What follows belongs to an exercise in optimizing a design on an open flow for small area; a production flow would make more cautious choices. RTL that was checked went through simulation tests only; none was proved equivalent to the original. No activity file was given, so power comes from the tool's default toggle rates. No driver is modelled on the clock port, so clocking that relies on it looks cheaper here than on a real chip.

## v6
Design sv_remapper_12k_top, start of the top module:
module sv_remapper_12k_top #(
  parameter DATA_WIDTH       = 8,
  parameter IMAGE_KERNEL_12K = 64,
  parameter IMG_WIDTH        = 256,
  parameter IMG_HEIGHT       = 128
)(
  input  logic                  i_clk,
  input  logic                  i_aresetn,
  input  logic [DATA_WIDTH-1:0] s_axis_tdata,
  input  logic                  s_axis_tvalid,
  input  logic                  s_axis_tuser,
  input  logic                  s_axis_tlast,
  output logic                  s_axis_tready,
  output logic [DATA_WIDTH-1:0] m_axis_tdata,
  output logic                  m_axis_tvalid,
  output logic                  m_axis_tuser,
  output logic                  m_axis_tlast
);
For scale: ~1100 cells after synthesis, ~25 I/O pins, ~20000 sq um of cells after synthesis.
export LEC_CHECK = 0
export CAP_MARGIN = 0
export CORE_MARGIN = 2
export CORE_UTILIZATION = 70
export CTS_BUF_LIST = sky130_fd_sc_hd__clkbuf_16
export CTS_CLUSTER_DIAMETER = 80
export CTS_CLUSTER_SIZE = 30
export GPL_TIMING_DRIVEN = 0
export SETUP_SLACK_MARGIN = 0.3
export SLEW_MARGIN = 0
export SYNTH_HIERARCHICAL = 1
create_clock -name core_clock -period 4.0 [get_ports {i_clk}]
standard.sh (not shown) runs the stock make flow with config.mk's settings and CLKGATE_MAP_FILE= SYNTH_SCRIPT=/design/flow/synth_recipe.tcl, a recipe that flattens the netlist after the stock synthesis.
==> flow/flow/run.sh <==
#!/bin/bash
# Layout flow: the standard layout (standard.sh), unchanged except that
# the clock tree is built without dummy loads and the ports are buffered with
# buf_2 cells. The whole make output goes to standard.log here; each ORFS
# step also keeps its own log under orfs/logs/.
set -euo pipefail
CTS_ARGS="-sink_clustering_enable -repair_clock_nets -dont_use_dummy_load"
CTS_ARGS+=" -sink_clustering_size 30 -sink_clustering_max_diameter 80"
CTS_ARGS+=" -buf_list sky130_fd_sc_hd__clkbuf_16"
bash standard.sh "CTS_ARGS=$CTS_ARGS" \
  "BUFFER_PORTS_ARGS=-buffer_cell sky130_fd_sc_hd__buf_2" \
  finish > standard.log 2>&1
v6 ran to completion and came out clean on the timing, DRC and antenna checks.
What v7 does differently from v6 at the input level:
-- flow/flow/run.sh --
<<< v6, line 4
# buf_2 cells. The whole make output goes to standard.log here; each ORFS
>>> v7, line 4
# buf_2 cells, and the buffers of synthesis are removed before placement
# (repair then adds the ones the layout needs). The whole make output goes to standard.log here; each ORFS
<<< v6, line 12
>>> v7, line 13
  REMOVE_ABC_BUFFERS=1 \
==> comparison <==
- Buffering stage count on the worst path with inverters included in v7 vs v6: down 3
- Of the two candidates, v6 has the worse worst hold slack and v7 the better one.
- Per the comparison of v7 with v6, arrival time of data at the critical path endpoint decreased 0.17 ns; global-route met3 utilization increased 0.85 points; setup slack decreased 0.067 ns; critical path depth decreased 7.
- Changes observed in v7 relative to v6: cell count fell by 1.6%; global-route usage went up; final layout net count fell about 2%; wire length on met1 down 85 um.
No run of this note included a check of the RTL's function; only the layout flow was run.

---

Setup of job 6872:
Another version of the RTL of sv_remapper_12k_top (not shown whole).
Size in the first run: ~570 flip-flops, about 25 I/O pins, ~0.021 mm² of cells after synthesis.
Settings: LEC_CHECK=0, CAP_MARGIN=0, CORE_MARGIN=2, CORE_UTILIZATION=80, CTS_BUF_LIST=sky130_fd_sc_hd__clkbuf_16, CTS_CLUSTER_DIAMETER=80, CTS_CLUSTER_SIZE=30, GPL_TIMING_DRIVEN=0, SETUP_SLACK_MARGIN=0.3, SLEW_MARGIN=0, SYNTH_HIERARCHICAL=1; clock period 4.0 ns.
==> flow/flow/run.sh <==
#!/bin/bash
# Layout flow: the standard layout (standard.sh), unchanged except that
# the clock tree is built without dummy loads and the ports are buffered with
# buf_2 cells, and the buffers of synthesis are removed before placement
# (repair then adds the ones the layout needs). The whole make output goes to standard.log here; each ORFS
# step also keeps its own log under orfs/logs/.
set -euo pipefail
CTS_ARGS="-sink_clustering_enable -repair_clock_nets -dont_use_dummy_load"
CTS_ARGS+=" -sink_clustering_size 34 -sink_clustering_max_diameter 80"
CTS_ARGS+=" -buf_list sky130_fd_sc_hd__clkbuf_16"
bash standard.sh "CTS_ARGS=$CTS_ARGS" \
  "BUFFER_PORTS_ARGS=-buffer_cell sky130_fd_sc_hd__buf_2" \
  REMOVE_ABC_BUFFERS=1 \
  finish > standard.log 2>&1
No stage failed in job 6872, and the final checks on the layout all came back clean.
> inputs changed (job 6872 -> job 6100)
-- flow/flow/run.sh --
<<< job 6872, line 8
CTS_ARGS="-sink_clustering_enable -repair_clock_nets -dont_use_dummy_load"
CTS_ARGS+=" -sink_clustering_size 34 -sink_clustering_max_diameter 80"
CTS_ARGS+=" -buf_list sky130_fd_sc_hd__clkbuf_16"
>>> job 6100, line 8
CTS_ARGS="-sink_clustering_enable -repair_clock_nets -dont_use_dummy_load"
CTS_ARGS+=" -sink_clustering_size 30 -sink_clustering_max_diameter 80"
CTS_ARGS+=" -buf_list sky130_fd_sc_hd__clkbuf_16"
Notes after the runs:
Each of the runs, namely job 6872 and job 6100, reached the end of the flow and came out clean.
Proportion of power drawn by flip-flops and latches: higher on job 6872
Taking job 6872 as the reference, in job 6100 layout sequential cell count was more or less identical, multi-input gate share of the layout cell area flat, clock group share of total power saw an increase, wire length reported by the detailed router went up, combinational power held steady.
Cmp job 6100 vs job 6872: shortest clock period the worst path allows after layout higher in job 6100
Setup changes, job 6100 to job 3355
-- flow/flow/run.sh --
<<< job 6100, line 8
CTS_ARGS="-sink_clustering_enable -repair_clock_nets -dont_use_dummy_load"
CTS_ARGS+=" -sink_clustering_size 30 -sink_clustering_max_diameter 80"
CTS_ARGS+=" -buf_list sky130_fd_sc_hd__clkbuf_16"
>>> job 3355, line 8
CTS_ARGS="-sink_clustering_enable -repair_clock_nets -dont_use_dummy_load"
CTS_ARGS+=" -sink_clustering_size 34 -sink_clustering_max_diameter 80"
CTS_ARGS+=" -buf_list sky130_fd_sc_hd__clkbuf_16"
-- flow/config.mk --
<<< job 6100, line 9
export CORE_MARGIN = 2
export CORE_UTILIZATION = 80
export CTS_BUF_LIST = sky130_fd_sc_hd__clkbuf_16
>>> job 3355, line 9
export CORE_MARGIN = 2
export CORE_UTILIZATION = 70
export CTS_BUF_LIST = sky130_fd_sc_hd__clkbuf_16
Results
- Of job 6100 and job 3355, the lower global-route wire length before repair belongs to job 3355.
- Cell total after placement, job 6100 and job 3355, higher one = job 3355.
- On setup slack after layout: job 3355 sits above job 6100.
- Cmp job 6100 and job 3355 / static leakage / higher: job 6100
- On job 3355: minimum clock period is 160 ps lower than what job 6100 gave.
- Compared with job 6100, in job 3355 total length of routed met3 wires went down by 2600 µm; row count went up 6.9%; final core area utilization lost 11 points.
Relative to job 3355, the following input files were edited for job 3956:
-- flow/flow/run.sh --
<<< job 3355, line 8
CTS_ARGS="-sink_clustering_enable -repair_clock_nets -dont_use_dummy_load"
CTS_ARGS+=" -sink_clustering_size 34 -sink_clustering_max_diameter 80"
CTS_ARGS+=" -buf_list sky130_fd_sc_hd__clkbuf_16"
>>> job 3956, line 8
CTS_ARGS="-sink_clustering_enable -repair_clock_nets -dont_use_dummy_load"
CTS_ARGS+=" -sink_clustering_size 30 -sink_clustering_max_diameter 80"
CTS_ARGS+=" -buf_list sky130_fd_sc_hd__clkbuf_16"
Findings:
- Job 3956 against job 3355: post-CTS clock slew at the launch and capture registers of the worst setup and hold paths comparable, setup slack after layout went down 140 ps.
- Job 3956 -> job 3355: global-route usage flat
- Of job 3956 and job 3355, the run reporting the lower sum of internal, switching and leakage power was job 3355.

[separate check: timing with driven ports]
The flow's constraints put no driver on any port. The routed layouts listed below were extracted and timed again, unchanged, in two steps. Step 1 sets driving cells, clkbuf_16 on the clock port and buf_2 on the other inputs (assumed; they add their load-dependent delay and slew). Step 2 moves the port delays by t, midway between the first and last clock arrival at a register: inputs arrive t later, outputs are due t later. That takes back most of the time a late clock gives input paths. Three values: no drivers, after step 1, after step 2; two values: the first two.
| run | shift t [ns] | setup slack, ns | worst setup path after step 2 | latest minus earliest clock arrival (ns) | worst slew at a driven data input, ns |
|---|---|---|---|---|---|
| v6 | 0.589 | 0.363 / 0.363 / 0.363 | register to register | 0.040 / 0.040 | 0.03 |
| v7 | 0.589 | 0.296 / 0.296 / 0.296 | register to register | 0.052 / 0.051 | 0.03 |
| job 6872 | 0.597 | 0.353 / 0.353 / 0.353 | register to register | 0.041 / 0.042 | 0.05 |
| job 6100 | 0.603 | 0.274 / 0.274 / 0.274 | register to register | 0.065 / 0.065 | 0.04 |
| job 3355 | 0.597 | 0.437 / 0.437 / 0.437 | register to register | 0.028 / 0.028 | 0.03 |
| job 3956 | 0.593 | 0.300 / 0.300 / 0.300 | register to register | 0.048 / 0.048 | 0.03 |
After both steps every run listed still meets setup and hold.
